Context: an optimization exercise on an open-source flow, tuned for small area and a short achievable clock period. The choices shown serve that exercise and are no tape-out recipe. At most, simulation tests tie the RTL to the original design; equivalence was not proved. The RTL of runs 3 and 4 was laid out without a check of its function. No activity file was given, so power comes from the tool's default toggle rates.

### flow/design.v
module Banco_reg(
    input  wire        Clk,
    input  wire        Reset,
    input  wire        RegWrite,
    input  wire [4:0]  ReadRegNext,    
    input  wire [4:0]  WriteReg,
    input  wire [31:0] WriteData,
    output wire [31:0] ReadData
);
    wire [1023:0] q;
    reg  [31:0]   valid;
    reg  [31:0]   sel;
    wire [31:0]   wsel = RegWrite ? (32'd1 << WriteReg) : 32'd0;
    wire [31:0]   valid_nx = valid | wsel;
    genvar i;
    generate
        for (i = 0; i < 32; i = i + 1) begin : g_r
            reg [31:0] r;
            always @(posedge Clk)
                if (wsel[i]) r <= WriteData;
            assign q[32*i +: 32] = r;
        end
    endgenerate
    always @(posedge Clk or posedge Reset) begin
        if (Reset) valid <= 32'd0;
        else valid <= valid_nx;
    end
    always @(posedge Clk) sel <= (32'd1 << ReadRegNext) & valid_nx;
    reg [31:0] acc;
    integer j;
    always @(*) begin
        acc = 32'd0;
        for (j = 0; j < 32; j = j + 1) acc = acc | ({32{sel[j]}} & q[32*j +: 32]);
    end
    assign ReadData = acc;
endmodule
module UC(
    input  wire clk,
    input  wire reset_q,
    input  wire [5:0] Opcode,
    input  wire [5:0] Funct,
    input  wire bzero,
    input  wire overflow,
    output wire st_decode2,
    output wire nx_decode2,
    output reg  c_a_ld,
    output reg  c_a_clr,
    output reg  c_b_clr,
    output reg  c_pcw,
    output reg  [2:0] c_pcs,
    output reg  c_irw,
    output reg  c_sa,
    output reg  [2:0] c_sb,
    output reg  [1:0] c_op,
    output reg  c_aow,
    output reg  c_epcw,
    output reg  [1:0] c_bop,
    output reg  c_br,
    output wire [2:0] n_iord,
    output wire [1:0] n_ea,
    output wire [2:0] n_m2r,
    output wire [1:0] n_rdst,
    output wire n_rw,
    output wire n_mw
);
    reg  [3:0] step;
    reg  [1:0] exc;       
    reg  [3:0] step_nx;
    reg  [1:0] exc_nx;
    wire k0 = (Opcode == 6'h00 && Funct == 6'h20);
    wire k1 = (Opcode == 6'h00 && Funct == 6'h24);
    wire k2 = (Opcode == 6'h00 && Funct == 6'h1a);
    wire k3 = (Opcode == 6'h00 && Funct == 6'h18) | (Opcode == 6'h00 && Funct == 6'h0d);
    wire k4 = (Opcode == 6'h00 && Funct == 6'h08);
    wire k5 = (Opcode == 6'h00 && Funct == 6'h10);
    wire k6 = (Opcode == 6'h00 && Funct == 6'h12);
    wire k7 = (Opcode == 6'h00 && Funct == 6'h00) | (Opcode == 6'h00 && Funct == 6'h03) | (Opcode == 6'h00 && Funct == 6'h02);
    wire k8 = (Opcode == 6'h00 && Funct == 6'h04) | (Opcode == 6'h00 && Funct == 6'h07);
    wire k9 = (Opcode == 6'h00 && Funct == 6'h2a);
    wire k10 = (Opcode == 6'h00 && Funct == 6'h22);
    wire k11 = (Opcode == 6'h00 && Funct == 6'h13);
    wire k12 = (Opcode == 6'h00 && Funct == 6'h05);
    wire k13 = (Opcode == 6'h08);
    wire k14 = (Opcode == 6'h09);
    wire k15 = (Opcode == 6'h04);
    wire k16 = (Opcode == 6'h05);
    wire k17 = (Opcode == 6'h06);
    wire k18 = (Opcode == 6'h07);
    wire k19 = (Opcode == 6'h01);
    wire k20 = (Opcode == 6'h0a);
    wire k21 = (Opcode == 6'h0f);
    wire k22 = (Opcode == 6'h28) | (Opcode == 6'h29) | (Opcode == 6'h2b);
    wire k23 = (Opcode == 6'h20) | (Opcode == 6'h21) | (Opcode == 6'h23);
    wire k24 = (Opcode == 6'h02);
    wire k25 = (Opcode == 6'h03);
    wire dec_none = ~((Opcode == 6'h00 && Funct == 6'h20) | (Opcode == 6'h00 && Funct == 6'h24) | (Opcode == 6'h00 && Funct == 6'h1a) | (Opcode == 6'h00 && Funct == 6'h18) | (Opcode == 6'h00 && Funct == 6'h08) | (Opcode == 6'h00 && Funct == 6'h10) | (Opcode == 6'h00 && Funct == 6'h12) | (Opcode == 6'h00 && Funct == 6'h00) | (Opcode == 6'h00 && Funct == 6'h04) | (Opcode == 6'h00 && Funct == 6'h2a) | (Opcode == 6'h00 && Funct == 6'h03) | (Opcode == 6'h00 && Funct == 6'h07) | (Opcode == 6'h00 && Funct == 6'h02) | (Opcode == 6'h00 && Funct == 6'h22) | (Opcode == 6'h00 && Funct == 6'h0d) | (Opcode == 6'h00 && Funct == 6'h13) | (Opcode == 6'h00 && Funct == 6'h05) | (Opcode == 6'h08) | (Opcode == 6'h09) | (Opcode == 6'h04) | (Opcode == 6'h05) | (Opcode == 6'h06) | (Opcode == 6'h07) | (Opcode == 6'h01) | (Opcode == 6'h0a) | (Opcode == 6'h0f) | (Opcode == 6'h28) | (Opcode == 6'h29) | (Opcode == 6'h2b) | (Opcode == 6'h20) | (Opcode == 6'h21) | (Opcode == 6'h23) | (Opcode == 6'h02) | (Opcode == 6'h03));
    wire s_FETCH = (step == 4'd0 && exc == 2'd0);
    wire s_FETCH_2 = (step == 4'd1 && exc == 2'd0);
    wire s_FETCH_3 = (step == 4'd2 && exc == 2'd0);
    wire s_DECODE = (step == 4'd3 && exc == 2'd0);
    wire s_DECODE_2 = (step == 4'd4 && exc == 2'd0);
    wire s_ADD = (k0 && step == 4'd5 && exc == 2'd0);
    wire s_SUB = (k10 && step == 4'd5 && exc == 2'd0);
    wire s_AND = (k1 && step == 4'd5 && exc == 2'd0);
    wire s_ALU_TO_REG = (k0 && step == 4'd6 && exc == 2'd0) | (k1 && step == 4'd6 && exc == 2'd0) | (k10 && step == 4'd6 && exc == 2'd0);
    wire s_MULT_1 = (k3 && step == 4'd5 && exc == 2'd0);
    wire s_MULT_2 = (k3 && step == 4'd6 && exc == 2'd0);
    wire s_DIV_1 = (k2 && step == 4'd5 && exc == 2'd0);
    wire s_DIV_2 = (k2 && step == 4'd6 && exc == 2'd0);
    wire s_MFHI = (k5 && step == 4'd5 && exc == 2'd0);
    wire s_MFLO = (k6 && step == 4'd5 && exc == 2'd0);
    wire s_SHIFT_SHAMT = (k7 && step == 4'd5 && exc == 2'd0);
    wire s_SLL = (k7 && step == 4'd6 && exc == 2'd0) | (k8 && step == 4'd5 && exc == 2'd0);
    wire s_STORE_SHIFT = (k7 && step == 4'd7 && exc == 2'd0) | (k8 && step == 4'd6 && exc == 2'd0);
    wire s_JR = (k4 && step == 4'd5 && exc == 2'd0);
    wire s_SLT_1 = (k9 && step == 4'd5 && exc == 2'd0);
    wire s_SLT_2 = (k9 && step == 4'd6 && exc == 2'd0);
    wire s_RTE = (k11 && step == 4'd5 && exc == 2'd0);
    wire s_ADDM_1 = (k12 && step == 4'd5 && exc == 2'd0);
    wire s_ADDM_WAIT_1 = (k12 && step == 4'd6 && exc == 2'd0);
    wire s_ADDM_WAIT_2 = (k12 && step == 4'd7 && exc == 2'd0);
    wire s_ADDM_2 = (k12 && step == 4'd8 && exc == 2'd0);
    wire s_ADDM_3 = (k12 && step == 4'd9 && exc == 2'd0);
    wire s_ADDM_WAIT_3 = (k12 && step == 4'd10 && exc == 2'd0);
    wire s_ADDM_WAIT_4 = (k12 && step == 4'd11 && exc == 2'd0);
    wire s_ADDM_4 = (k12 && step == 4'd12 && exc == 2'd0);
    wire s_ADDM_5 = (k12 && step == 4'd13 && exc == 2'd0);
    wire s_ADDM_6 = (k12 && step == 4'd14 && exc == 2'd0);
    wire s_ADDI_ADDIU = (k13 && step == 4'd5 && exc == 2'd0) | (k14 && step == 4'd5 && exc == 2'd0);
    wire s_ADDI = (k13 && step == 4'd6 && exc == 2'd0);
    wire s_ADDIU = (k14 && step == 4'd6 && exc == 2'd0);
    wire s_BEQ_BNE_BGT_BLE = (k15 && step == 4'd5 && exc == 2'd0) | (k16 && step == 4'd5 && exc == 2'd0) | (k17 && step == 4'd5 && exc == 2'd0) | (k18 && step == 4'd5 && exc == 2'd0);
    wire s_BEQ = (k15 && step == 4'd6 && exc == 2'd0);
    wire s_BNE = (k16 && step == 4'd6 && exc == 2'd0);
    wire s_BGT = (k18 && step == 4'd6 && exc == 2'd0);
    wire s_BLE = (k17 && step == 4'd6 && exc == 2'd0);
    wire s_LB_LH_LW = (k23 && step == 4'd5 && exc == 2'd0);
    wire s_LW = (k23 && step == 4'd6 && exc == 2'd0);
    wire s_SB_SH_SW = (k22 && step == 4'd5 && exc == 2'd0);
    wire s_SW = (k22 && step == 4'd6 && exc == 2'd0);
    wire s_LUI = (k21 && step == 4'd5 && exc == 2'd0);
    wire s_LUI_WAIT = (k21 && step == 4'd6 && exc == 2'd0);
    wire s_LUI_2 = (k21 && step == 4'd8 && exc == 2'd0);
    wire s_LUI_3 = (k21 && step == 4'd9 && exc == 2'd0);
    wire s_SLTI_1 = (k20 && step == 4'd5 && exc == 2'd0);
    wire s_SLTI_2 = (k20 && step == 4'd6 && exc == 2'd0);
    wire s_SLLM_1 = (k19 && step == 4'd5 && exc == 2'd0);
    wire s_SLLM_2 = (k19 && step == 4'd6 && exc == 2'd0);
    wire s_SLLM_3 = (k19 && step == 4'd7 && exc == 2'd0);
    wire s_J = (k24 && step == 4'd5 && exc == 2'd0) | (k25 && step == 4'd7 && exc == 2'd0);
    wire s_JAL_1 = (k25 && step == 4'd5 && exc == 2'd0);
    wire s_JAL_2 = (k25 && step == 4'd6 && exc == 2'd0);
    wire s_LOCK_WRITE = (k0 && step == 4'd7 && exc == 2'd0) | (k0 && step == 4'd10 && exc == 2'd1) | (k1 && step == 4'd7 && exc == 2'd0) | (k2 && step == 4'd7 && exc == 2'd0) | (k2 && step == 4'd11 && exc == 2'd2) | (k3 && step == 4'd7 && exc == 2'd0) | (k4 && step == 4'd6 && exc == 2'd0) | (k5 && step == 4'd6 && exc == 2'd0) | (k6 && step == 4'd6 && exc == 2'd0) | (k7 && step == 4'd8 && exc == 2'd0) | (k8 && step == 4'd7 && exc == 2'd0) | (k9 && step == 4'd7 && exc == 2'd0) | (k10 && step == 4'd7 && exc == 2'd0) | (k10 && step == 4'd10 && exc == 2'd1) | (k11 && step == 4'd6 && exc == 2'd0) | (k12 && step == 4'd15 && exc == 2'd0) | (k13 && step == 4'd7 && exc == 2'd0) | (k13 && step == 4'd11 && exc == 2'd1) | (k14 && step == 4'd7 && exc == 2'd0) | (k15 && step == 4'd7 && exc == 2'd0) | (k16 && step == 4'd7 && exc == 2'd0) | (k17 && step == 4'd7 && exc == 2'd0) | (k18 && step == 4'd7 && exc == 2'd0) | (k19 && step == 4'd8 && exc == 2'd0) | (k20 && step == 4'd7 && exc == 2'd0) | (k21 && step == 4'd10 && exc == 2'd0) | (k22 && step == 4'd7 && exc == 2'd0) | (k23 && step == 4'd7 && exc == 2'd0) | (k24 && step == 4'd6 && exc == 2'd0) | (k25 && step == 4'd8 && exc == 2'd0);
    wire s_OVERFLOW = (k0 && step == 4'd6 && exc == 2'd1) | (k10 && step == 4'd6 && exc == 2'd1) | (k13 && step == 4'd7 && exc == 2'd1);
    wire s_OVERFLOW_WAIT1 = (k0 && step == 4'd7 && exc == 2'd1) | (k10 && step == 4'd7 && exc == 2'd1) | (k13 && step == 4'd8 && exc == 2'd1);
    wire s_OVERFLOW_WAIT2 = (k0 && step == 4'd8 && exc == 2'd1) | (k10 && step == 4'd8 && exc == 2'd1) | (k13 && step == 4'd9 && exc == 2'd1);
    wire s_DIV_BY_ZERO = (k2 && step == 4'd7 && exc == 2'd2);
    wire s_DIV_BY_0_WAIT1 = (k2 && step == 4'd8 && exc == 2'd2);
    wire s_DIV_BY_0_WAIT2 = (k2 && step == 4'd9 && exc == 2'd2);
    wire s_LOAD_EXP_TO_PC_1 = (k0 && step == 4'd9 && exc == 2'd1) | (k2 && step == 4'd10 && exc == 2'd2) | (k10 && step == 4'd9 && exc == 2'd1) | (k13 && step == 4'd10 && exc == 2'd1);
    wire s_LUI_WAIT_B = (k21 && step == 4'd7 && exc == 2'd0);
    assign n_iord[0] = s_LW | s_SW | s_OVERFLOW | s_OVERFLOW_WAIT1 | s_OVERFLOW_WAIT2 | s_DIV_BY_ZERO | s_DIV_BY_0_WAIT1 | s_DIV_BY_0_WAIT2;
    assign n_iord[1] = s_ADDM_3 | s_ADDM_WAIT_3 | s_ADDM_WAIT_4 | s_OVERFLOW | s_OVERFLOW_WAIT1 | s_OVERFLOW_WAIT2 | s_DIV_BY_ZERO | s_DIV_BY_0_WAIT1 | s_DIV_BY_0_WAIT2;
    assign n_iord[2] = s_ADDM_1 | s_ADDM_WAIT_1 | s_ADDM_WAIT_2;
    assign n_ea[0] = s_DIV_BY_ZERO | s_DIV_BY_0_WAIT1 | s_DIV_BY_0_WAIT2;
    assign n_ea[1] = s_OVERFLOW | s_OVERFLOW_WAIT1 | s_OVERFLOW_WAIT2 | s_DIV_BY_ZERO | s_DIV_BY_0_WAIT1 | s_DIV_BY_0_WAIT2;
    assign n_m2r[0] = s_ALU_TO_REG | s_MFLO | s_ADDM_6 | s_ADDI | s_ADDIU | s_LUI_3 | s_JAL_2;
    assign n_m2r[1] = s_ALU_TO_REG | s_SLT_2 | s_ADDM_6 | s_ADDI | s_ADDIU | s_SLTI_2 | s_JAL_2;
    assign n_m2r[2] = s_MFHI | s_MFLO;
    assign n_rdst[0] = s_ALU_TO_REG | s_MFHI | s_MFLO | s_STORE_SHIFT | s_SLT_2 | s_ADDM_6 | s_JAL_2;
    assign n_rdst[1] = s_JAL_2;
    assign n_rw = s_ALU_TO_REG | s_MFHI | s_MFLO | s_STORE_SHIFT | s_SLT_2 | s_ADDM_6 | s_ADDI | s_ADDIU | s_LW | s_LUI_3 | s_SLTI_2 | s_SLLM_3 | s_JAL_2;
    assign n_mw = s_ADDM_WAIT_2 | s_ADDM_3 | s_ADDM_WAIT_3 | s_ADDM_WAIT_4 | s_LW | s_SW | s_SLLM_2 | s_OVERFLOW | s_OVERFLOW_WAIT1 | s_OVERFLOW_WAIT2 | s_DIV_BY_ZERO | s_DIV_BY_0_WAIT1 | s_DIV_BY_0_WAIT2;
    always @(*) begin
        step_nx = step + 4'd1;
        exc_nx = exc;
        if (s_LOCK_WRITE) begin
            step_nx = 4'd0;
            exc_nx = 2'd0;
        end
        if (s_DECODE_2 && dec_none) step_nx = 4'd4;    
        if ((s_ADD | s_SUB | s_ADDI) && overflow) exc_nx = 2'd1;
        if ((s_DIV_2) && bzero) exc_nx = 2'd2;
    end
    assign st_decode2 = s_DECODE_2;
    assign nx_decode2 = s_DECODE || (s_DECODE_2 && dec_none);
    always @(posedge clk) begin
        if (reset_q) begin
            step <= 4'd1;        
            exc <= 2'd0;
            c_a_ld <= 1'd0;
            c_a_clr <= 1'd0;
            c_b_clr <= 1'd0;
            c_pcw <= 1'd0;
            c_pcs <= 3'd0;
            c_irw <= 1'd0;
            c_sa <= 1'd0;
            c_sb <= 3'd0;
            c_op <= 2'd0;
            c_aow <= 1'd0;
            c_epcw <= 1'd0;
            c_bop <= 2'd0;
            c_br <= 1'd0;
        end else begin
            step <= step_nx;
            exc <= exc_nx;
            c_a_ld <= s_DECODE | s_DECODE_2;
            c_a_clr <= s_ADDM_2 | s_LOAD_EXP_TO_PC_1;
            c_b_clr <= s_ADDM_4;
            c_pcw <= s_FETCH_3 | s_JR | s_RTE | s_SLLM_2 | s_J;
            c_pcs[0] <= s_BEQ | s_BNE | s_BGT | s_BLE | s_SLLM_2;
            c_pcs[1] <= s_J;
            c_pcs[2] <= s_RTE;
            c_irw <= s_FETCH_3;
            c_sa <= s_ADD | s_SUB | s_AND | s_JR | s_ADDI_ADDIU | s_SLLM_1;
            c_sb[0] <= s_FETCH_3 | s_ADDI_ADDIU;
            c_sb[1] <= s_DECODE | s_JR | s_ADDM_6 | s_ADDI_ADDIU | s_LW | s_SW | s_SLLM_1 | s_JAL_2;
            c_sb[2] <= s_BEQ_BNE_BGT_BLE;
            c_op[0] <= s_FETCH_3 | s_DECODE | s_ADD | s_AND | s_JR | s_ADDM_6 | s_ADDI_ADDIU | s_BEQ_BNE_BGT_BLE | s_LW | s_SW | s_SLLM_1 | s_JAL_2;
            c_op[1] <= s_SUB | s_AND | s_OVERFLOW | s_OVERFLOW_WAIT1 | s_OVERFLOW_WAIT2 | s_DIV_BY_ZERO | s_DIV_BY_0_WAIT1 | s_DIV_BY_0_WAIT2;
            c_aow <= s_DECODE | s_ADD | s_SUB | s_AND | s_ADDM_6 | s_ADDI_ADDIU | s_BEQ_BNE_BGT_BLE | s_LW | s_SW | s_SLLM_1 | s_JAL_2;
            c_epcw <= s_OVERFLOW | s_OVERFLOW_WAIT1 | s_OVERFLOW_WAIT2 | s_DIV_BY_ZERO | s_DIV_BY_0_WAIT1 | s_DIV_BY_0_WAIT2;
            c_bop[0] <= s_BNE | s_BLE;
            c_bop[1] <= s_BGT | s_BLE;
            c_br <= s_BEQ | s_BNE | s_BGT | s_BLE;
        end
    end
endmodule
module div(
    input  wire [31:0] r,
    input  wire [31:0] n,
    input  wire [31:0] d,
    output wire [31:0] r_out,
    output wire [31:0] n_out
);
    wire [31:0] rr [0:4];
    wire [31:0] nn [0:4];
    assign rr[0] = r;
    assign nn[0] = n;
    genvar k;
    generate
        for (k = 0; k < 4; k = k + 1) begin : g_s
            wire [32:0] t  = {rr[k], nn[k][31]};
            wire [32:0] df;
            wire        ge;
            sub33 u_sub(.a(t), .b({1'b0, d}), .s(df), .nb(ge));
            assign rr[k+1] = ge ? df[31:0] : t[31:0];
            assign nn[k+1] = {nn[k][30:0], ge};
        end
    endgenerate
    assign r_out = rr[4];
    assign n_out = nn[4];
endmodule
module div0(
    input  wire [31:0] n,
    input  wire [31:0] d,
    output wire [3:0]  r_out,
    output wire [31:0] n_out
);
    wire [3:0] rr [0:4];
    assign rr[0] = 4'd0;
    genvar k;
    generate
        for (k = 0; k < 4; k = k + 1) begin : g_s
            wire [k:0]   t;
            if (k == 0) begin : g_t0
                assign t = n[31];
            end else begin : g_t
                assign t = {rr[k][k-1:0], n[31-k]};
            end
            wire         hz = ~|d[31:k+1];
            wire [k+1:0] df = {1'b0, t} - {1'b0, d[k:0]};
            wire         ge = hz & ~df[k+1];
            assign rr[k+1] = ge ? df[k:0] : t;
            assign n_out[3-k] = ge;
        end
    endgenerate
    assign r_out = rr[4];
    assign n_out[31:4] = n[27:0];
endmodule
module sub33(
    input  wire [32:0] a,
    input  wire [32:0] b,
    output wire [32:0] s,
    output wire        nb
);
    wire [32:0] bb = ~b;
    wire [32:0] p0 = a ^ bb;
    wire [32:0] g0 = a & bb;
    reg  [32:0] g, p;
    integer i, l;
    always @(*) begin
        g = g0; p = p0;
        g[0] = g0[0] | p0[0];           
        for (l = 1; l < 33; l = l * 2)
            for (i = 2*l - 1; i < 33; i = i + 2*l) begin
                g[i] = g[i] | (p[i] & g[i-l]);
                p[i] = p[i] & p[i-l];
            end
        for (l = 16; l >= 1; l = l / 2)
            for (i = 3*l - 1; i < 33; i = i + 2*l) begin
                g[i] = g[i] | (p[i] & g[i-l]);
                p[i] = p[i] & p[i-l];
            end
    end
    assign s[0] = ~p0[0];
    genvar k;
    generate
        for (k = 1; k < 33; k = k + 1) begin : g_s
            assign s[k] = p0[k] ^ g[k-1];
        end
    endgenerate
    assign nb = g[32];
endmodule
module mult(
    input  wire [31:0] a,       
    input  wire [4:0]  b5,      
    input  wire [31:0] hin,     
    input  wire [31:0] lin,     
    output wire [31:0] hout,
    output wire [31:0] lout
);
    wire        amin = (a == 32'h80000000);
    wire [32:0] pp [0:1];
    wire [1:0]  neg, ext;
    genvar j;
    generate
        for (j = 0; j < 2; j = j + 1) begin : g_pp
            wire [2:0]  t    = b5[2*j +: 3];
            wire        zero = (t == 3'b000) || (t == 3'b111);
            wire        two  = (t == 3'b011) || (t == 3'b100);
            assign neg[j]    = t[2] && !(t[1] && t[0]);
            wire [32:0] mag  = two ? {a, 1'b0} : {a[31], a};
            assign pp[j]     = zero ? 33'd0 : (mag ^ {33{neg[j]}});
            assign ext[j]    = pp[j][32] | (two & neg[j] & amin);
        end
    endgenerate
    wire [35:0] x0 = {{4{hin[31]}}, hin};
    wire [35:0] x1 = {{3{ext[0]}}, pp[0]};
    wire [35:0] x2 = {ext[1], pp[1], 2'b00};
    wire [35:0] s, c;
    assign s[1:0] = x0[1:0];
    assign c[1:0] = x1[1:0];
    assign c[2]   = neg[1];
    genvar i;
    generate
        for (i = 2; i < 36; i = i + 1) begin : g_csa
            assign s[i] = x0[i] ^ x1[i] ^ x2[i];
            if (i < 35) begin : g_c
                assign c[i+1] = (x0[i] & x1[i]) | (x0[i] & x2[i]) | (x1[i] & x2[i]);
            end
        end
    endgenerate
    wire [35:0] p0 = s ^ c;
    wire [35:0] g0 = s & c;
    reg  [35:0] g, p;
    integer k, l;
    always @(*) begin
        g = g0; p = p0;
        g[0] = g0[0] | (p0[0] & neg[0]);
        for (l = 1; l < 36; l = l * 2)
            for (k = 2*l - 1; k < 36; k = k + 2*l) begin
                g[k] = g[k] | (p[k] & g[k-l]);
                p[k] = p[k] & p[k-l];
            end
        for (l = 16; l >= 1; l = l / 2)
            for (k = 3*l - 1; k < 36; k = k + 2*l) begin
                g[k] = g[k] | (p[k] & g[k-l]);
                p[k] = p[k] & p[k-l];
            end
    end
    wire [35:0] x = p0 ^ {g[34:0], neg[0]};
    assign hout = x[35:4];
    assign lout = {x[3:0], lin[31:4]};
endmodule
module ula32(
    input  wire [1:0]  op,
    input  wire [31:0] A,
    input  wire [31:0] B,
    output wire [31:0] S,
    output wire [31:0] soma,
    output wire        Overflow,
    output wire        Igual,
    output wire        Maior,
    output wire        Menor
);
    wire [31:0] nb  = (op == 2'd1) ? B : ~B;
    wire        cin = (op == 2'd2);
    wire [31:0] p0  = A ^ nb;
    wire [31:0] g0  = A & nb;
    reg  [31:0] g, p;
    integer i, l;
    always @(*) begin
        g = g0; p = p0;
        g[0] = g0[0] | (p0[0] & cin);
        for (l = 1; l < 32; l = l * 2)
            for (i = 2*l - 1; i < 32; i = i + 2*l) begin
                g[i] = g[i] | (p[i] & g[i-l]);
                p[i] = p[i] & p[i-l];
            end
        for (l = 8; l >= 1; l = l / 2)
            for (i = 3*l - 1; i < 32; i = i + 2*l) begin
                g[i] = g[i] | (p[i] & g[i-l]);
                p[i] = p[i] & p[i-l];
            end
    end
    assign soma = p0 ^ {g[30:0], cin};
    assign Overflow = g[31] ^ g[30];
    assign S = (op == 2'd3) ? (A & B) : soma;
    assign Igual = (soma == 32'd0) & ~Overflow;
    assign Maior = ((~soma[31] & ~Overflow) | (Overflow & ~A[31])) & ~Igual;
    assign Menor = (soma[31] & ~Overflow) | (Overflow & A[31]);
endmodule
module cpu(
    input  wire        clk,
    input  wire        reset,
    output wire [31:0] mem_addr,
    output wire        mem_wr,
    output wire [31:0] mem_wdata,
    input  wire [31:0] mem_rdata,
    output wire        reg_we,
    output wire [4:0]  reg_waddr,
    output wire [31:0] reg_wdata
);
    reg [31:0] PC;                          
    reg [31:0] EPC, HI, LO;                 
    reg        epc_v, hilo_v;
    reg        reset_q;                     
    reg [31:0] IR, A, B, ALUOut;            
    wire [5:0]  op_f  = IR[31:26];
    wire [4:0]  rs    = IR[25:21];
    wire [4:0]  rt    = IR[20:16];
    wire [15:0] imm   = IR[15:0];
    wire c_a_ld, c_a_clr, c_b_clr, c_pcw, c_irw, c_sa, c_aow, c_epcw, c_br;
    wire [2:0] c_pcs, c_sb;
    wire [1:0] c_op, c_bop;
    wire [2:0] n_iord, n_m2r;
    wire [1:0] n_ea, n_rdst;
    wire n_rw, n_mw;
    wire st_decode2, nx_decode2;
    wire overflow;
    UC UC_(
        .clk(clk), .reset_q(reset_q), .Opcode(op_f), .Funct(IR[5:0]),
        .bzero(B == 32'd0), .overflow(overflow), .st_decode2(st_decode2), .nx_decode2(nx_decode2),
        .c_a_ld(c_a_ld), .c_a_clr(c_a_clr), .c_b_clr(c_b_clr),
        .c_pcw(c_pcw), .c_pcs(c_pcs), .c_irw(c_irw),
        .c_sa(c_sa), .c_sb(c_sb), .c_op(c_op), .c_aow(c_aow), .c_epcw(c_epcw), .c_bop(c_bop), .c_br(c_br),
        .n_iord(n_iord), .n_ea(n_ea), .n_m2r(n_m2r), .n_rdst(n_rdst), .n_rw(n_rw), .n_mw(n_mw)
    );
    reg  [4:0]  waddr_nx;            
    reg  [31:0] wdata_nx;            
    wire [31:0] rd;
    wire [31:0] ir_nx = c_irw ? mem_rdata : IR;
    Banco_reg BANCO_REG_(
        .Clk(clk), .Reset(reset), .RegWrite(n_rw),
        .ReadRegNext(nx_decode2 ? ir_nx[20:16] : ir_nx[25:21]),
        .WriteReg(waddr_nx), .WriteData(wdata_nx), .ReadData(rd)
    );
    wire [31:0] ain = c_sa ? A : PC;
    reg  [31:0] bin;
    always @(*) begin
        case (c_sb)
            3'd0: bin = B;
            3'd1: bin = 32'd4;
            3'd2: bin = 32'd0;
            3'd3: bin = {{16{imm[15]}}, imm};
            default: bin = {14'd0, imm, 2'b00};       
        endcase
    end
    wire [31:0] alu_res, soma;
    wire igual, maior, menor;
    ula32 ULA_(
        .op(c_op), .A(ain), .B(bin), .S(alu_res), .soma(soma),
        .Overflow(overflow), .Igual(igual), .Maior(maior), .Menor(menor)
    );
    reg br_taken;
    always @(*) begin
        case (c_bop)
            2'b00: br_taken = igual;
            2'b01: br_taken = ~igual;
            2'b10: br_taken = maior;
            default: br_taken = menor | igual;
        endcase
    end
    wire pc_we = c_pcw | (c_br & br_taken);
    reg [31:0] pc_in;
    always @(*) begin
        case (c_pcs)
            3'd0: pc_in = alu_res;
            3'd2: pc_in = {PC[31:28], rt, rs, imm, 2'b00};
            3'd3: pc_in = 32'b00000100110001001011010010110100;
            3'd4, 3'd6: pc_in = epc_v ? EPC : 32'd0;
            default: pc_in = ALUOut;
        endcase
    end
    wire md_go = st_decode2 && (op_f == 6'd0) &&
                 ((IR[5:0] == 6'h18) || (IR[5:0] == 6'h1a));
    reg  [2:0] md_step;         
    reg        md_on;
    reg        md_div;
    always @(posedge clk) begin
        if (reset_q) begin
            md_on <= 1'b0;
        end else if (md_go) begin
            md_on <= 1'b1;
        end else if (md_step == 3'd7) begin
            md_on <= 1'b0;
        end
    end
    always @(posedge clk) begin
        md_step <= md_go ? 3'd0 : md_step + 3'd1;
        if (md_go) md_div <= IR[1];
    end
    wire md_first = (md_step == 3'd0);
    reg         bm1;
    wire [31:0] m_a  = md_first ? rd : A;
    wire [4:0]  m_b5 = md_first ? {B[3:0], 1'b0} : {LO[3:0], bm1};
    wire [31:0] m_h  = md_first ? 32'd0 : HI;
    wire [31:0] m_l  = md_first ? B : LO;
    always @(posedge clk) bm1 <= m_b5[4];
    wire [31:0] m_hi, m_lo;
    mult MULT_(.a(m_a), .b5(m_b5), .hin(m_h), .lin(m_l), .hout(m_hi), .lout(m_lo));
    wire [3:0]  d0_r;
    wire [31:0] d0_n, d1_r, d1_n;
    div0 DIV0_(.n(rd), .d(B), .r_out(d0_r), .n_out(d0_n));
    div  DIV_ (.r(LO), .n(HI), .d(B), .r_out(d1_r), .n_out(d1_n));
    always @(posedge clk or posedge reset) begin
        if (reset) hilo_v <= 1'b0;
        else if (md_on) hilo_v <= 1'b1;
    end
    always @(posedge clk) begin
        if (md_on) begin
            if (md_div) begin
                HI <= md_first ? d0_n : d1_n;
                LO <= md_first ? {28'd0, d0_r} : d1_r;
            end else begin
                HI <= m_hi; LO <= m_lo;
            end
        end
    end
    wire [31:0] pc_nx  = pc_we ? pc_in : PC;
    wire [31:0] alu_nx = c_aow ? alu_res : ALUOut;
    wire        a_rf   = c_a_ld && !st_decode2;      
    wire        b_rf   = c_a_ld && st_decode2;       
    wire [31:0] a_nx   = a_rf ? rd : c_a_clr ? 32'd0 : A;
    wire [31:0] b_nx   = b_rf ? rd : c_b_clr ? 32'd0 : B;
    always @(posedge clk or posedge reset) begin
        if (reset) begin
            PC <= 32'd0; epc_v <= 1'b0;
        end else begin
            PC <= pc_nx;
            if (c_epcw) epc_v <= 1'b1;
        end
    end
    always @(posedge clk) begin
        reset_q <= reset;
        if (c_epcw) EPC <= alu_res;
    end
    always @(posedge clk) begin
        IR <= ir_nx;
        A <= a_nx;
        B <= b_nx;
        ALUOut <= alu_nx;
    end
    always @(*) begin
        case (n_rdst)
            2'd0: waddr_nx = rt;
            2'd1: waddr_nx = IR[15:11];
            2'd2: waddr_nx = 5'd29;
            default: waddr_nx = 5'd31;
        endcase
        case (n_m2r)
            3'd1: wdata_nx = {imm, 16'b0};
            3'd2: wdata_nx = {32{menor}};
            3'd3: wdata_nx = alu_nx;
            3'd4: wdata_nx = hilo_v ? HI : 32'd0;
            3'd5: wdata_nx = hilo_v ? LO : 32'd0;
            default: wdata_nx = 32'd0;
        endcase
    end
    reg [31:0] addr, wdata_o, wdata_b;
    reg [4:0]  waddr_o;
    reg        we_o, mw_o;
    always @(posedge clk) begin
        case (n_iord)
            3'd0: addr <= pc_nx;
            3'd1: addr <= alu_nx;
            3'd2: addr <= b_nx;
            3'd3: addr <= {24'd0, 6'b111111, n_ea};
            default: addr <= a_nx;
        endcase
        waddr_o <= waddr_nx;
        wdata_o <= wdata_nx;
        we_o    <= n_rw;
        mw_o    <= n_mw;
        wdata_b <= n_mw ? b_nx : 32'd0;
    end
    assign mem_addr  = addr;
    assign mem_wr    = mw_o;
    assign mem_wdata = wdata_b;
    assign reg_we    = we_o;
    assign reg_waddr = waddr_o;
    assign reg_wdata = wdata_o;
endmodule
### flow/flow/run.sh
#!/bin/bash
# Layout flow: the standard layout (standard.sh: unchanged synthesis,
# floorplan, power grid, placement, CTS and routing), plus:
#  - after the standard synthesis, the combinational logic is re-mapped by ABC
#    for area (remap.ys, remap.abc). Flip-flops, adder cells and tie cells keep
#    their cells and names; the step checks that the flip-flops are the same
#    and, if anything fails, the standard netlist is used as it is.
#  - the port buffers that placement inserts on every input and output are
#    plain buffers (buf_2);
#  - the resizer's setup margin asks repair_timing to keep working on paths
#    until they would meet a shorter period (the SDC and clock are unchanged).
# Each tool writes its output to a log of its own in this folder (and ORFS to
# its logs in orfs/logs).
set -euo pipefail
MARGIN=59.5
{
  echo 'export BUFFER_PORTS_ARGS = -buffer_cell sky130_fd_sc_hd__buf_2'
  echo "export SETUP_SLACK_MARGIN = ${MARGIN}"
} >> config.mk
bash standard.sh synth > standard_synth.log 2>&1

RES=orfs/results/${FLOW_PLATFORM}/cpu/base
LIB=${FLOW_HOME}/platforms/${FLOW_PLATFORM}/lib/sky130_fd_sc_hd__tt_025C_1v80.lib
remap() {
  : > remap_keep.txt
  sed -e "s#@LIB@#$LIB#g; s#@NET@#$RES/1_2_yosys.v#; s#@TOP@#${FLOW_TOP}#g; s#@KEEP@#remap_keep.txt#g; s#@ABC@#flow/remap.abc#; s#@OUT@#remap_out.v#" \
    flow/remap.ys > remap_run.ys || return 1
  yosys -l remap_yosys.log -s remap_run.ys > /dev/null 2>&1 || return 1
  [ -s remap_out.v ] && grep -q "^module ${FLOW_TOP}(" remap_out.v || return 1
  # the same flip-flops, by name and cell, as the standard netlist
  grep -oE "sky130_fd_sc_hd__e?df[a-z0-9_]* [^ ]+" "$RES/1_2_yosys.v" | sort > remap_ff_std.txt
  grep -oE "sky130_fd_sc_hd__e?df[a-z0-9_]* [^ ]+" remap_out.v | sort > remap_ff_new.txt
  cmp -s remap_ff_std.txt remap_ff_new.txt || return 1
  cp "$RES/1_2_yosys.v" standard_1_2_yosys.v
  cp remap_out.v "$RES/1_2_yosys.v"
  rm -f "$RES/1_synth.odb" "$RES/1_synth.sdc"
}
if remap; then echo "remap: used" > remap_status.txt; else echo "remap: not used" > remap_status.txt; fi
bash standard.sh > standard_layout.log 2>&1
### flow/flow/remap.abc
&get -n
&st
&syn2
&dch -f
&nf
&st
&syn2
&dch -f
&nf
&st
&dch -f
&nf
&put
topo
stime -c
buffer -c
upsize -c
dnsize -c
### flow/flow/remap.ys
# Re-map the combinational logic of the standard synthesis, except the cells
# listed in @KEEP@ (none in this flow). Flip-flops, adder cells and tie cells
# are kept as they are, with their names.
read_liberty -ignore_miss_func @LIB@
read_verilog @NET@
hierarchy -top @TOP@
setattr -mod -set keep_hierarchy 1 sky130_fd_sc_hd__df* sky130_fd_sc_hd__edf* sky130_fd_sc_hd__fa_* sky130_fd_sc_hd__ha_* sky130_fd_sc_hd__conb_*
select -read @KEEP@
setattr -set keep_hierarchy 1
select -clear
flatten
opt_clean -purge
stat -liberty @LIB@
abc -liberty @LIB@ -script @ABC@ -dont_use sky130_fd_sc_hd__probe_p_8 -dont_use sky130_fd_sc_hd__probec_p_8 -dont_use sky130_fd_sc_hd__lpflow_*
opt_clean -purge
hilomap -singleton -hicell sky130_fd_sc_hd__conb_1 HI -locell sky130_fd_sc_hd__conb_1 LO
splitnets
opt_clean -purge
insbuf -buf sky130_fd_sc_hd__buf_4 A X
opt_clean
stat -liberty @LIB@
select @TOP@
write_verilog -noattr -nohex -nodec -selected @OUT@
### flow/standard.sh
#!/bin/bash
# synth_recipe.tcl (not shown) runs the flow's synth.tcl, then flattens the netlist and writes it again
# the make line also repeats each setting of config.mk as NAME=value (left out here)
make -C /OpenROAD-flow-scripts/flow DESIGN_CONFIG=/design/flow/config.mk WORK_HOME=/design/flow/orfs CLKGATE_MAP_FILE= SYNTH_SCRIPT=/design/flow/synth_recipe.tcl "${@:-finish}"
### flow/config.mk
export PLATFORM = sky130hd
export DESIGN_NAME = cpu
export DESIGN_NICKNAME = cpu
export VERILOG_FILES = /design/flow/design.v
export SDC_FILE = /design/flow/constraint.sdc
export NUM_CORES = 8
export LEC_CHECK = 0
export CAP_MARGIN = 35
export CORE_MARGIN = 2
export CORE_UTILIZATION = 40
export CTS_CLUSTER_DIAMETER = 100
export CTS_CLUSTER_SIZE = 25
export SLEW_MARGIN = 35
export BUFFER_PORTS_ARGS = -buffer_cell sky130_fd_sc_hd__buf_2
export SETUP_SLACK_MARGIN = 59.5
### flow/constraint.sdc
create_clock -name core_clock -period 76.0 [get_ports {clk}]
set_input_delay 15.2000 -clock core_clock [delete_from_list [all_inputs] [get_ports {clk}]]
set_output_delay 15.2000 -clock core_clock [all_outputs]
set_load 0.01 [all_outputs]
==> results of run 1 <==
==> stage by stage <==
stage / hold slack, ps / total power, mW
after global placement: 425.2 / 2.429
after floorplan: 416.1 / 2.029
after global routing: 463.8 / 3.190
final: 453.0 / 2.992
after detailed placement: 430.5 / 2.458
after CTS: 452.7 / 2.945
==> sequential cells by signal, indices dropped and copies added (netlist names), 5 cells and up <==
signal	flops
BANCO_REG_.g_r.r	1024
ALUOut	32
A	32
BANCO_REG_.sel	32
BANCO_REG_.valid	32
B	32
EPC	32
HI	32
IR	32
LO	32
PC	32
addr	32
wdata_b	32
wdata_o	32
waddr_o	5
==> cell usage in the layout, fill, tap and decap left out, types with 63 or more instances in the layout <==
master	instances
xnor2_1	68
dfxtp_1	234
buf_4	210
inv_1	278
ha_1	203
nand4_1	69
xor2_1	63
a22oi_1	156
clkbuf_16	77
o21ai_0	183
fa_1	136
mux2i_1	157
nor2_1	322
dfrtp_1	66
nand2_1	411
nand3_1	110
a21oi_1	304
buf_2	140
edfxtp_1	1143
a222oi_1	227
==> area by class of cell <==
class                      instances  area, µm²  share of cell area (%)
antenna                            3      7.507                 0.01006
clock buffer                     113       2051                   2.748
clock inverter                    23      390.4                  0.5231
inverter                         282       1066                   1.428
multi-input combinational       3272      24510                   32.85
sequential                      1481      41470                   55.57
tap                             2204       2758                   3.695
timing repair buffer             357       2372                   3.179
==> repair_timing <==
| action | 4_1_cts | 5_1_grt |
|---|---|---|
| buffers inserted | 0 | 8 |
| endpoints found under the hold margin | 0 | 0 |
| setup endpoints to repair | 34 | 33 |
| resized for setup | 12 | 15 |
| gates cloned | 1 | 1 |
| hold buffers | 0 | 0 |
| pin swaps | 1 | 4 |
==> worst paths after layout <==
kind                                                   to  slack [ps]  depth (start not counted)
setup / recovery                             mem_addr[16]       59550                          1
hold / removal              BANCO_REG_.valid[1]$_DFF_PP0_         450                          2
min in group asynchronous                PC[26]$_DFF_PP0_       14610                          2
setup reg to reg                         LO[26]$_DFFE_PP_       60560                         70
hold reg to reg             BANCO_REG_.valid[1]$_DFF_PP0_         450                          2
max in group asynchronous  BANCO_REG_.valid[18]$_DFF_PP0_       60220                          3
==> layer usage <==
metal  GRT usage (%)  part of all wire (%)
met1           40.99                    37
met2           46.26                    44
met3           7.231                    13
met4           14.12                   5.7
met5               0                 0.039
==> where the power goes <==
group | internal [mW] | leakage [nW] | switching, mW
clock | 0.200 | 1.16 | 0.291
sequential | 0.942 | 12.6 | 0.0386
combinational | 0.584 | 13.1 | 0.936
==> impl_metrics.json, run 1 <==
{
  "clkTransAtPathRegs_ps": 100,
  "io_pins": 137,
  "worst_setup_path_end_kind": "output pin",
  "finalWirelength_um": 263600,
  "die-area_um2": 170900,
  "final_util_pct": 44.73,
  "grt_usage_pct": 30.37,
  "peakVddDrop_uv": 46.84,
  "core_area_um2": 166800,
  "fin_crit_sh_pct": 21.64,
  "final.setup_skew_ps": 82.95,
  "cts_buffers": 76,
  "cts_root_buf": "clkbuf_16",
  "period_minus_slack_ps": 16450,
  "path_cells": "buf_2",
  "startpoint": "addr[16]$_DFF_P_",
  "outcome": "complete, no violations",
  "slew_violations": 0,
  "pre_cts_slack_ps": 58300,
  "startpoint_type": "flop",
  "post_drt_wl_per_cell_um": 34.08,
  "critPathTopFamily": "flip-flops",
  "path_max_fanout": 1,
  "drtPass1Iterations": 9,
  "grt_setup_unrepaired": "false",
  "fp.dieW_um": 413.4,
  "hold_path_class": "reg2reg",
  "yosysWarnings": 8,
  "grt_pass1_vias": 46683,
  "drtAntennaViolNets": 0,
  "vias": 49791,
  "grt_max_degree": 65,
  "dp_hpwl_um": 165200,
  "fin_tns_setup_ps": 0,
  "antenna_found_initial": 22,
  "min_from": "BANCO_REG_.valid[1]$_DFF_PP0_",
  "clk_path_buf_depth": 3,
  "drc_errors": 0,
  "nNetsFinal": 5843,
  "ctsHtreeMaxLevel": 3,
  "clk_latency_ps": 780,
  "placed_cells": 7585,
  "hold_violations": 0,
  "syn_area_um2": 67060,
  "cp_data_arrival_time_ps": 1250,
  "final_area_um2": 74630,
  "setup_viol": 0,
  "die_h_um": 413.4,
  "power.density_nw_per_um2": 40.09,
  "synth.avg_cell_area_um2": 12.94,
  "fmax_mhz": 60.79,
  "synth_fp_nets": 5557,
  "start_util_pct": 40.19,
  "cts_sinks": 1481,
  "port_buffers": 136,
  "p_leak_nw": 26.84,
  "tightestPinTransition_ps": 1166,
  "overflow": 0,
  "vias_per_cell": 6.437,
  "layout-drive-gt1-share_pct": 12.19,
  "critPathMaxStageDelay_ps": 320,
  "reg2reg_from": "B[0]$_DFF_P_",
  "drv_cap": 0,
  "setup_slack_ps": 59550,
  "cp.required_ps": 60800,
  "area_delta_synth_final_pct": 11.29,
  "grt_pass1_wl_um": 366700,
  "finalNonFillerCells": 7735,
  "cp_num_buf_inv": 1,
  "place_congestion": 0.9931,
  "place_area_um2": 71940,
  "synthCells": 5184,
  "slowest_stage": "dfxtp_1",
  "max-slew-margin-rel_pct": 21.47,
  "row_count": 150,
  "critical_path_class": "reg2out",
  "dr.first_iter.drc_count": 8496,
  "fillCellCount": 15025,
  "cts_tree": "done"
}
==> inputs of run 2 (changes only) <==
--- a/flow/config.mk
+++ b/flow/config.mk
@@ -10,5 +10,5 @@
 export CORE_UTILIZATION = 40
 export CTS_CLUSTER_DIAMETER = 100
-export CTS_CLUSTER_SIZE = 25
+export CTS_CLUSTER_SIZE = 20
 export SLEW_MARGIN = 35
 export BUFFER_PORTS_ARGS = -buffer_cell sky130_fd_sc_hd__buf_2
==> impl_metrics.json, run 2 <==
{
  "power_mw": 3.038,
  "cp_data_arrival_time_ps": 1260,
  "drv_cap": 0,
  "p_leak_nw": 27.02,
  "final_area_um2": 75060,
  "vias": 50075,
  "fin_crit_sh_pct": 21.66,
  "cts_sinks": 1481,
  "top_register": "BANCO_REG_.g_r.r",
  "dr_wl_met2_um": 116200,
  "overflow": 0,
  "cp.required_ps": 60800,
  "cell_internal_pwr_mw": 1.766,
  "nNetsFinal": 5856,
  "critPathMaxStageDelay_ps": 320,
  "start_util_pct": 40.19,
  "slowest_stage": "dfxtp_1",
  "peakVddDrop_uv": 46.77,
  "clkPwrFrac_pct": 17.5,
  "antenna_found_initial": 20,
  "combPwrFrac_pct": 50.2,
  "largest_reg_flops": 1024,
  "yosysWarnings": 8,
  "cp_num_buf_inv": 1,
  "port_buffers": 136,
  "path_cells": "buf_4",
  "startpoint_type": "flop",
  "grt_max_degree": 65,
  "worst_setup_path_end_kind": "output pin",
  "fp.dieW_um": 413.4,
  "setup_slack_ps": 59540,
  "cts.hold.buffers_added": 0,
  "finalWirelength_um": 264300,
  "cts_buffers": 89,
  "dr.first_iter.drc_count": 8231,
  "io_pins": 137,
  "tightestPinTransition_ps": 1076,
  "layout-drive-gt1-share_pct": 12.33,
  "grt_setup_unrepaired": "false",
  "finalNonFillerCells": 7770,
  "max-slew-margin-rel_pct": 27.53,
  "grt_usage_pct": 30.43,
  "clk_latency_ps": 810,
  "dp_hpwl_um": 165200,
  "placed_cells": 7585,
  "clk_path_buf_depth": 3,
  "swShare_pct": 41.86,
  "top_layer": "met5",
  "slew_violations": 0,
  "fin_tns_setup_ps": 0,
  "row_count": 150,
  "core_area_um2": 166800,
  "path_max_fanout": 1,
  "post_drt_wl_per_cell_um": 34.02,
  "area_delta_synth_final_pct": 11.93,
  "syn_area_um2": 67060,
  "outcome": "complete, no violations",
  "cts_root_buf": "clkbuf_16",
  "seq_power_share_pct": 32.3,
  "synth.avg_cell_area_um2": 12.94,
  "pre_cts_slack_ps": 58300,
  "place_congestion": 0.9931,
  "vias_per_cell": 6.445,
  "synth_fp_nets": 5557,
  "hold_path_class": "reg2reg",
  "dr_wl_met3_um": 32950,
  "die_h_um": 413.4,
  "drc_errors": 0,
  "power_switching_mw": 1.272,
  "setup_viol": 0,
  "holdWs_ps": 450.4,
  "mostFrequentLayoutCell": "edfxtp_1",
  "clkTransAtPathRegs_ps": 90,
  "grt_pass1_vias": 46845,
  "grt_pass1_wl_um": 367700,
  "hold_violations": 0,
  "final.setup_skew_ps": 111.3,
  "place_area_um2": 71940,
  "critical_path_class": "reg2out",
  "critPathTopFamily": "flip-flops",
  "layout_common_cells": "edfxtp_1, nand2_1, nor2_1, a21oi_1, inv_1",
  "fmax_mhz": 60.74,
  "cts_tree": "done",
  "synthCells": 5184,
  "drtPass1Iterations": 9,
  "die-area_um2": 170900,
  "met1_length_um": 100400,
  "period_minus_slack_ps": 16460,
  "ctsHtreeMaxLevel": 3,
  "power.density_nw_per_um2": 40.47,
  "final_util_pct": 44.99,
  "drtAntennaViolNets": 0
}
==> run 2: cell count changes in the layout (fill, tap and decap cells not counted), moves of 2 or more <==
cell,before,now
clkbuf_16,77,90
clkbuf_1,36,56
buf_4,210,214
inv_16,4,2
diode_2,3,9
buf_2,140,135
clkinv_8,3,1
bufinv_16,0,3
==> run 2: cell type report <==
type / count / area, µm²
Tap cell: 2204 / 2758
Multi-Input combinational cell: 3272 / 24520
Fill cell: 15006 / 91790
Timing Repair Buffer: 357 / 2389
Sequential cell: 1481 / 41470
Clock buffer: 145 / 2437
Clock inverter: 20 / 395.4
Antenna cell: 9 / 22.52
Inverter: 282 / 1066
==> run 2: worst paths after layout <==
kind                            slack (ps)                             end  cells past startpoint                           from
worst min-delay path                   450   BANCO_REG_.valid[1]$_DFF_PP0_                      2  BANCO_REG_.valid[1]$_DFF_PP0_
worst max register to register       60480                 LO[4]$_DFFE_PP_                     70                   B[0]$_DFF_P_
min in group asynchronous            14580                PC[23]$_DFF_PP0_                      2                          reset
worst min register to register         450   BANCO_REG_.valid[1]$_DFF_PP0_                      2  BANCO_REG_.valid[1]$_DFF_PP0_
max in group asynchronous            60210  BANCO_REG_.valid[14]$_DFF_PP0_                      3                          reset
worst max-delay path                 59540                    mem_addr[20]                      1               addr[20]$_DFF_P_
==> run 2: layer usage <==
layer / vias to the layer above / global-route usage (%)
met3: 659 / 6.859
met2: 3551 / 46.19
met1: 25254 / 41.27
met5: - / 0
li1: 20595 / -
met4: 16 / 14.60
==> run 2: repair_timing <==
action	CTS	global route
pin swaps	1	4
resized for setup	18	16
setup buffers	0	8
hold endpoints to repair	0	0
cloned	1	1
endpoints found under the setup margin	38	34
==> run 2: power by group through the flow <==
stage | combinational (mW) | clock [mW] | sequential (mW)
floorplan | 1.04 | 0 | 0.991
global placement | 1.43 | 0 | 0.997
detailed placement | 1.46 | 0 | 0.998
CTS | 1.47 | 0.536 | 0.980
global route | 1.69 | 0.563 | 0.984
finish | 1.52 | 0.532 | 0.981
==> run 2: tightest hold or removal path, stage by stage (launching register included) <==
cell and delay (ps):
dfrtp_1 330, nor2_1 50, inv_1 40
==> inputs of run 3 (changes only) <==
--- a/flow/design.v
+++ b/flow/design.v
@@ -1,5 +1,5 @@
 module Banco_reg(
     input  wire        Clk,
-    input  wire        Reset,
+    input  wire        Clear,
     input  wire        RegWrite,
     input  wire [4:0]  ReadRegNext,    
@@ -9,8 +9,7 @@
 );
     wire [1023:0] q;
-    reg  [31:0]   valid;
     reg  [31:0]   sel;
-    wire [31:0]   wsel = RegWrite ? (32'd1 << WriteReg) : 32'd0;
-    wire [31:0]   valid_nx = valid | wsel;
+    wire [31:0]   wsel = (RegWrite ? (32'd1 << WriteReg) : 32'd0) | {32{Clear}};
+    wire [31:0]   wd   = Clear ? 32'd0 : WriteData;
     genvar i;
     generate
@@ -18,13 +17,9 @@
             reg [31:0] r;
             always @(posedge Clk)
-                if (wsel[i]) r <= WriteData;
+                if (wsel[i]) r <= wd;
             assign q[32*i +: 32] = r;
         end
     endgenerate
-    always @(posedge Clk or posedge Reset) begin
-        if (Reset) valid <= 32'd0;
-        else valid <= valid_nx;
-    end
-    always @(posedge Clk) sel <= (32'd1 << ReadRegNext) & valid_nx;
+    always @(posedge Clk) sel <= 32'd1 << ReadRegNext;
     reg [31:0] acc;
     integer j;
@@ -453,5 +448,5 @@
     wire [31:0] ir_nx = c_irw ? mem_rdata : IR;
     Banco_reg BANCO_REG_(
-        .Clk(clk), .Reset(reset), .RegWrite(n_rw),
+        .Clk(clk), .Clear(reset_q), .RegWrite(n_rw),
         .ReadRegNext(nx_decode2 ? ir_nx[20:16] : ir_nx[25:21]),
         .WriteReg(waddr_nx), .WriteData(wdata_nx), .ReadData(rd)
--- a/flow/config.mk
+++ b/flow/config.mk
@@ -10,5 +10,5 @@
 export CORE_UTILIZATION = 40
 export CTS_CLUSTER_DIAMETER = 100
-export CTS_CLUSTER_SIZE = 20
+export CTS_CLUSTER_SIZE = 25
 export SLEW_MARGIN = 35
 export BUFFER_PORTS_ARGS = -buffer_cell sky130_fd_sc_hd__buf_2
==> impl_metrics.json, run 3 <==
{
  "outcome": "complete, no violations",
  "port_buffers": 136,
  "power_mw": 3.797,
  "crit_cells": 1,
  "die-area_um2": 169300,
  "antenna_found_initial": 21,
  "path_max_fanout": 1,
  "clk_latency_ps": 750,
  "dr.first_iter.drc_count": 7813,
  "endpoint": "mem_wdata[21]",
  "finalNonFillerCells": 7674,
  "rrSetupSlack_ps": 60360,
  "hold_path_class": "reg2reg",
  "grt_max_degree": 65,
  "post_drt_wl_per_cell_um": 34.81,
  "cp_data_arrival_time_ps": 1260,
  "cts.hold.buffers_added": 0,
  "dp_hpwl_um": 168000,
  "die_h_um": 411.5,
  "drc_errors": 0,
  "syn_area_um2": 66420,
  "drv_cap": 0,
  "mostFrequentLayoutCell": "edfxtp_1",
  "hold_depth": 1,
  "ctsHtreeMaxLevel": 3,
  "cp_num_buf_inv": 1,
  "vias": 49462,
  "grt_pass1_wl_um": 367300,
  "grt_setup_unrepaired": "false",
  "power.density_nw_per_um2": 51.08,
  "grt_pass1_vias": 46574,
  "drtPass1Iterations": 29,
  "slew_violations": 0,
  "synth.avg_cell_area_um2": 12.92,
  "layout_common_cells": "edfxtp_1, nand2_1, nor2_1, a21oi_1, inv_1",
  "fin_tns_setup_ps": 0,
  "grt_usage_pct": 30.83,
  "core_area_um2": 165000,
  "startpoint": "wdata_b[21]$_SDFF_PN0_",
  "placed_cells": 7510,
  "drtAntennaViolNets": 0,
  "row_count": 149,
  "synthCells": 5139,
  "clkTransAtPathRegs_ps": 120,
  "fmax_mhz": 60.77,
  "critPathTopFamily": "flip-flops",
  "fin_crit_sh_pct": 21.65,
  "nNetsFinal": 5806,
  "worst_setup_path_end_kind": "output pin",
  "vias_per_cell": 6.445,
  "slowest_stage": "dfxtp_1",
  "fp.dieW_um": 411.5,
  "yosysWarnings": 8,
  "start_util_pct": 40.25,
  "critPathMaxStageDelay_ps": 360,
  "overflow": 0,
  "max-slew-margin-rel_pct": 23.44,
  "finalWirelength_um": 267100,
  "top_register": "BANCO_REG_.g_r.r",
  "critical_path_class": "reg2out",
  "path_cells": "buf_2",
  "tightestPinTransition_ps": 1141,
  "layout-drive-gt1-share_pct": 12.92,
  "clk_path_buf_depth": 3,
  "place_congestion": 1.028,
  "startpoint_type": "flop",
  "rr_endpoint": "LO[7]$_DFFE_PP_",
  "cts_root_buf": "clkbuf_16",
  "setup_viol": 0,
  "largest_reg_flops": 1024,
  "pre_cts_slack_ps": 56670,
  "synth_fp_nets": 5512,
  "area_delta_synth_final_pct": 11.94,
  "rr_worst_depth": 80,
  "io_pins": 137,
  "cts_tree": "done",
  "reg2reg_from": "B[2]$_DFF_P_",
  "period_minus_slack_ps": 16460,
  "final.setup_skew_ps": 46.23,
  "p_leak_nw": 28.40,
  "cts_sinks": 1449,
  "peakVddDrop_uv": 76.22,
  "cts_buffers": 70,
  "setup_slack_ps": 59540,
  "cp.required_ps": 60800,
  "hold_violations": 0
}
[run 3: area by class of cell]
| class | instances | area, µm² |
|---|---|---|
| Tap cell | 2189 | 2739 |
| Sequential cell | 1449 | 40680 |
| Clock buffer | 98 | 1921 |
| Clock inverter | 14 | 247.7 |
| Inverter | 250 | 945.9 |
| Fill cell | 15031 | 90640 |
| Multi-Input combinational cell | 3291 | 25190 |
| Antenna cell | 12 | 30.03 |
| Timing Repair Buffer | 371 | 2594 |
[run 3: worst min-delay path by stage]
stage	start	endpoint	slack, ps
after detailed placement	md_step[0]$_SDFF_PP0_	md_step[0]$_SDFF_PP0_	440
after CTS	md_step[0]$_SDFF_PP0_	md_step[0]$_SDFF_PP0_	470
after global routing	md_step[0]$_SDFF_PP0_	md_step[0]$_SDFF_PP0_	480
after global placement	md_step[0]$_SDFF_PP0_	md_step[0]$_SDFF_PP0_	430
final	md_step[0]$_SDFF_PP0_	md_step[0]$_SDFF_PP0_	470
after floorplan	md_step[0]$_SDFF_PP0_	md_step[0]$_SDFF_PP0_	420
[run 3: power by group]
part | switching, mW | internal, mW
clock network | 0.267 | 0.187
logic | 1.42 | 0.900
registers | 0.0658 | 0.957
[run 3: layer usage]
metal	wire, µm	track usage, %	vias to the layer above
met5	34	0	-
met4	15940	14.99	4
met3	33430	9.050	748
met2	119400	48.25	3385
met1	98300	39.10	24841
li1	-	-	20484
[run 3: stage by stage]
| stage | util, % | hold slack (ps) | cell area, µm² |
|---|---|---|---|
| final | 45.06 | 466.9 | 74350 |
| after global routing | 45.04 | 482.7 | 74320 |
| after CTS | 44.79 | 465.4 | 73900 |
| after detailed placement | 43.31 | 443.0 | 71460 |
| after global placement | 43.15 | 427.8 | 71190 |
| after floorplan | - | 417.3 | 66420 |
[run 3: repair_timing]
item                                    in CTS  in global routing
endpoints found under the setup margin      36                 33
resized for setup                           33                 30
buffers inserted                             6                 27
pin swaps                                    8                 22
cloned                                       3                  1
==> inputs of run 4 (changes only) <==
--- a/flow/design.v
+++ b/flow/design.v
@@ -40,6 +40,4 @@
     output wire nx_decode2,
     output reg  c_a_ld,
-    output reg  c_a_clr,
-    output reg  c_b_clr,
     output reg  c_pcw,
     output reg  [2:0] c_pcs,
@@ -100,5 +98,5 @@
     wire s_ALU_TO_REG = (k0 && step == 4'd6 && exc == 2'd0) | (k1 && step == 4'd6 && exc == 2'd0) | (k10 && step == 4'd6 && exc == 2'd0);
     wire s_MULT_1 = (k3 && step == 4'd5 && exc == 2'd0);
-    wire s_MULT_2 = (k3 && step == 4'd6 && exc == 2'd0);
+    wire s_MULT_2 = (k0 && step == 4'd9 && exc == 2'd1) | (k2 && step == 4'd10 && exc == 2'd2) | (k3 && step == 4'd6 && exc == 2'd0) | (k10 && step == 4'd9 && exc == 2'd1) | (k13 && step == 4'd10 && exc == 2'd1);
     wire s_DIV_1 = (k2 && step == 4'd5 && exc == 2'd0);
     wire s_DIV_2 = (k2 && step == 4'd6 && exc == 2'd0);
@@ -153,7 +151,6 @@
     wire s_DIV_BY_0_WAIT1 = (k2 && step == 4'd8 && exc == 2'd2);
     wire s_DIV_BY_0_WAIT2 = (k2 && step == 4'd9 && exc == 2'd2);
-    wire s_LOAD_EXP_TO_PC_1 = (k0 && step == 4'd9 && exc == 2'd1) | (k2 && step == 4'd10 && exc == 2'd2) | (k10 && step == 4'd9 && exc == 2'd1) | (k13 && step == 4'd10 && exc == 2'd1);
     wire s_LUI_WAIT_B = (k21 && step == 4'd7 && exc == 2'd0);
-    assign n_iord[0] = s_LW | s_SW | s_OVERFLOW | s_OVERFLOW_WAIT1 | s_OVERFLOW_WAIT2 | s_DIV_BY_ZERO | s_DIV_BY_0_WAIT1 | s_DIV_BY_0_WAIT2;
+    assign n_iord[0] = s_OVERFLOW | s_OVERFLOW_WAIT1 | s_OVERFLOW_WAIT2 | s_DIV_BY_ZERO | s_DIV_BY_0_WAIT1 | s_DIV_BY_0_WAIT2;
     assign n_iord[1] = s_ADDM_3 | s_ADDM_WAIT_3 | s_ADDM_WAIT_4 | s_OVERFLOW | s_OVERFLOW_WAIT1 | s_OVERFLOW_WAIT2 | s_DIV_BY_ZERO | s_DIV_BY_0_WAIT1 | s_DIV_BY_0_WAIT2;
     assign n_iord[2] = s_ADDM_1 | s_ADDM_WAIT_1 | s_ADDM_WAIT_2;
@@ -185,6 +182,4 @@
             exc <= 2'd0;
             c_a_ld <= 1'd0;
-            c_a_clr <= 1'd0;
-            c_b_clr <= 1'd0;
             c_pcw <= 1'd0;
             c_pcs <= 3'd0;
@@ -201,6 +196,4 @@
             exc <= exc_nx;
             c_a_ld <= s_DECODE | s_DECODE_2;
-            c_a_clr <= s_ADDM_2 | s_LOAD_EXP_TO_PC_1;
-            c_b_clr <= s_ADDM_4;
             c_pcw <= s_FETCH_3 | s_JR | s_RTE | s_SLLM_2 | s_J;
             c_pcs[0] <= s_BEQ | s_BNE | s_BGT | s_BLE | s_SLLM_2;
@@ -427,5 +420,5 @@
     wire [4:0]  rt    = IR[20:16];
     wire [15:0] imm   = IR[15:0];
-    wire c_a_ld, c_a_clr, c_b_clr, c_pcw, c_irw, c_sa, c_aow, c_epcw, c_br;
+    wire c_a_ld, c_pcw, c_irw, c_sa, c_aow, c_epcw, c_br;
     wire [2:0] c_pcs, c_sb;
     wire [1:0] c_op, c_bop;
@@ -438,5 +431,5 @@
         .clk(clk), .reset_q(reset_q), .Opcode(op_f), .Funct(IR[5:0]),
         .bzero(B == 32'd0), .overflow(overflow), .st_decode2(st_decode2), .nx_decode2(nx_decode2),
-        .c_a_ld(c_a_ld), .c_a_clr(c_a_clr), .c_b_clr(c_b_clr),
+        .c_a_ld(c_a_ld),
         .c_pcw(c_pcw), .c_pcs(c_pcs), .c_irw(c_irw),
         .c_sa(c_sa), .c_sb(c_sb), .c_op(c_op), .c_aow(c_aow), .c_epcw(c_epcw), .c_bop(c_bop), .c_br(c_br),
@@ -538,6 +531,6 @@
     wire        a_rf   = c_a_ld && !st_decode2;      
     wire        b_rf   = c_a_ld && st_decode2;       
-    wire [31:0] a_nx   = a_rf ? rd : c_a_clr ? 32'd0 : A;
-    wire [31:0] b_nx   = b_rf ? rd : c_b_clr ? 32'd0 : B;
+    wire [31:0] a_nx   = a_rf ? rd : A;
+    wire [31:0] b_nx   = b_rf ? rd : B;
     always @(posedge clk or posedge reset) begin
         if (reset) begin
@@ -580,5 +573,4 @@
         case (n_iord)
             3'd0: addr <= pc_nx;
-            3'd1: addr <= alu_nx;
             3'd2: addr <= b_nx;
             3'd3: addr <= {24'd0, 6'b111111, n_ea};
==> impl_metrics.json, run 4 <==
{
  "grt_usage_pct": 30.67,
  "fp.dieW_um": 412.0,
  "holdWs_ps": 456.8,
  "layout-drive-gt1-share_pct": 13.28,
  "layout_common_cells": "edfxtp_1, nand2_1, nor2_1, inv_1, a21oi_1",
  "fmax_mhz": 60.84,
  "cts_buffers": 74,
  "rrSetupSlack_ps": 60440,
  "synthCells": 5155,
  "nNetsFinal": 5805,
  "drv_cap": 0,
  "power.density_nw_per_um2": 46.57,
  "grt-busiest-layer": "met2",
  "rr_worst_depth": 74,
  "post_drt_wl_per_cell_um": 34.61,
  "start_util_pct": 40.31,
  "critPathMaxStageDelay_ps": 370,
  "yosysWarnings": 8,
  "p_leak_nw": 28.46,
  "drc_errors": 0,
  "grt_setup_unrepaired": "false",
  "place_congestion": 0.9924,
  "cts_sinks": 1447,
  "row_count": 149,
  "worst_setup_path_end_kind": "output pin",
  "path_max_fanout": 1,
  "period_minus_slack_ps": 16440,
  "cts_tree": "done",
  "top_register": "BANCO_REG_.g_r.r",
  "hold_path_class": "reg2reg",
  "core_area_um2": 165200,
  "outcome": "complete, no violations",
  "fillCellCount": 15048,
  "crit_cells": 1,
  "vias_per_cell": 6.429,
  "clkTransAtPathRegs_ps": 100,
  "antenna_found_initial": 14,
  "peakVddDrop_uv": 50.15,
  "clk_latency_ps": 770,
  "rr_endpoint": "LO[3]$_DFFE_PP_",
  "multiInputGateArea_um2": 24950,
  "synth_fp_nets": 5528,
  "io_pins": 137,
  "largest_reg_flops": 1024,
  "drtAntennaViolNets": 0,
  "startpoint": "wdata_b[6]$_SDFF_PN0_",
  "hold_depth": 1,
  "tightestPinTransition_ps": 1072,
  "synth.avg_cell_area_um2": 12.92,
  "reg2reg_from": "B[0]$_DFF_P_",
  "mostFrequentLayoutCell": "edfxtp_1",
  "cp_data_arrival_time_ps": 1240,
  "clk_path_buf_depth": 3,
  "drtPass1Iterations": 7,
  "finalWirelength_um": 266000,
  "path_cells": "buf_2",
  "regArea_um2": 40630,
  "slowest_stage": "dfxtp_1",
  "die-area_um2": 169700,
  "ctsHtreeMaxLevel": 3,
  "setup_viol": 0,
  "cts_root_buf": "clkbuf_16",
  "critPathTopFamily": "flip-flops",
  "critical_path_class": "reg2out",
  "cp_num_buf_inv": 1,
  "syn_area_um2": 66580,
  "met3_usage_pct": 6.343,
  "endpoint": "mem_wdata[6]",
  "area_delta_synth_final_pct": 11.43,
  "startpoint_type": "flop",
  "overflow": 0,
  "port_buffers": 136,
  "fin_tns_setup_ps": 0,
  "grtUsageMet1_pct": 40.03,
  "fin_crit_sh_pct": 21.63,
  "grt_pass1_wl_um": 366500,
  "vias": 49397,
  "met2_usage_pct": 48.31,
  "slew_violations": 0,
  "final.setup_skew_ps": 67.58,
  "max-slew-margin-rel_pct": 28.57,
  "die_h_um": 412.0,
  "dr.first_iter.drc_count": 7724,
  "grt_pass1_vias": 46641,
  "grt_max_degree": 65,
  "cp.required_ps": 60800,
  "hold_violations": 0,
  "dp_hpwl_um": 170700
}
run 4: final cells by class:
class                      instances  share of cell area, %
inverter                         284                  1.437
sequential                      1447                  54.77
antenna                            7                0.02361
clock buffer                     109                  2.730
clock inverter                    23                 0.5009
multi-input combinational       3267                  33.63
tap                             2189                  3.692
timing repair buffer             358                  3.221
run 4: worst min-delay path by stage:
stage | startpoint | slack [ps] | end
2_1_floorplan | md_step[0]$_SDFF_PP0_ | 420 | md_step[0]$_SDFF_PP0_
3_3_place_gp | md_step[0]$_SDFF_PP0_ | 430 | md_step[0]$_SDFF_PP0_
3_5_place_dp | md_step[0]$_SDFF_PP0_ | 440 | md_step[0]$_SDFF_PP0_
4_1_cts | md_step[0]$_SDFF_PP0_ | 460 | md_step[0]$_SDFF_PP0_
5_1_grt | md_step[0]$_SDFF_PP0_ | 490 | md_step[0]$_SDFF_PP0_
6_report | md_step[0]$_SDFF_PP0_ | 460 | md_step[0]$_SDFF_PP0_
run 4: metal layers:
metal / vias up / wire (µm)
li1: 20449 / -
met1: 25029 / 98840
met2: 3271 / 120400
met3: 636 / 30510
met4: 12 / 16160
met5: - / 82
run 4: what timing repair did:
item,in CTS,in global routing
pin swaps,2,3
hold buffers,0,0
resized for setup,1,7
endpoints found under the setup margin,33,33
setup buffers,5,7
run 4: stage by stage:
step	instance area (µm²)	utilization (%)	cells	total power, mW	setup slack (ps)
2_1_floorplan	66580	-	5155	2.242	59830
6_report	74190	44.92	7684	3.455	59560
3_5_place_dp	71560	43.33	7529	2.914	58720
4_1_cts	74000	44.80	7666	3.390	59540
5_1_grt	74170	44.91	7677	3.631	59530
3_3_place_gp	71350	43.20	7519	2.898	58930
run 4: report_power, final:
group / leakage [nW] / internal, mW / switching, mW
combinational: 13.0 / 0.716 / 1.26
sequential: 14.3 / 0.948 / 0.0582
clock: 1.14 / 0.197 / 0.279

re-timing with driven ports:
The flow's constraints put no driver on any port. The routed layouts listed below were extracted and timed again, unchanged, in two steps. Step 1 (the two cells are an assumption about what drives the block):
set clk [get_ports {clk}]
set_driving_cell -lib_cell sky130_fd_sc_hd__clkbuf_16 $clk
set_driving_cell -lib_cell sky130_fd_sc_hd__buf_2 [delete_from_list [all_inputs] $clk]
Step 2 moves the port delays by t, midway between the first and last clock arrival at a register: inputs arrive t later, outputs are due t later. That takes back most of the time a late clock gives input paths. Three values: ideal, step 1, step 2; two values: the first two.
run	shift t [ns]	setup slack, ns	worst data-port slew with drivers (ns)
run 1	0.810	59.550 / 59.476 / 59.346	0.06
run 2	0.833	59.535 / 59.460 / 59.341	0.05
run 3	0.815	59.543 / 59.458 / 59.373	0.06
run 4	0.819	59.564 / 59.482 / 59.494	0.07
After both steps setup and hold are still met in every run listed. For run 1, which loses most, drivers alone change the setup slack by -0.074 ns; drivers and shift together by -0.204 ns.
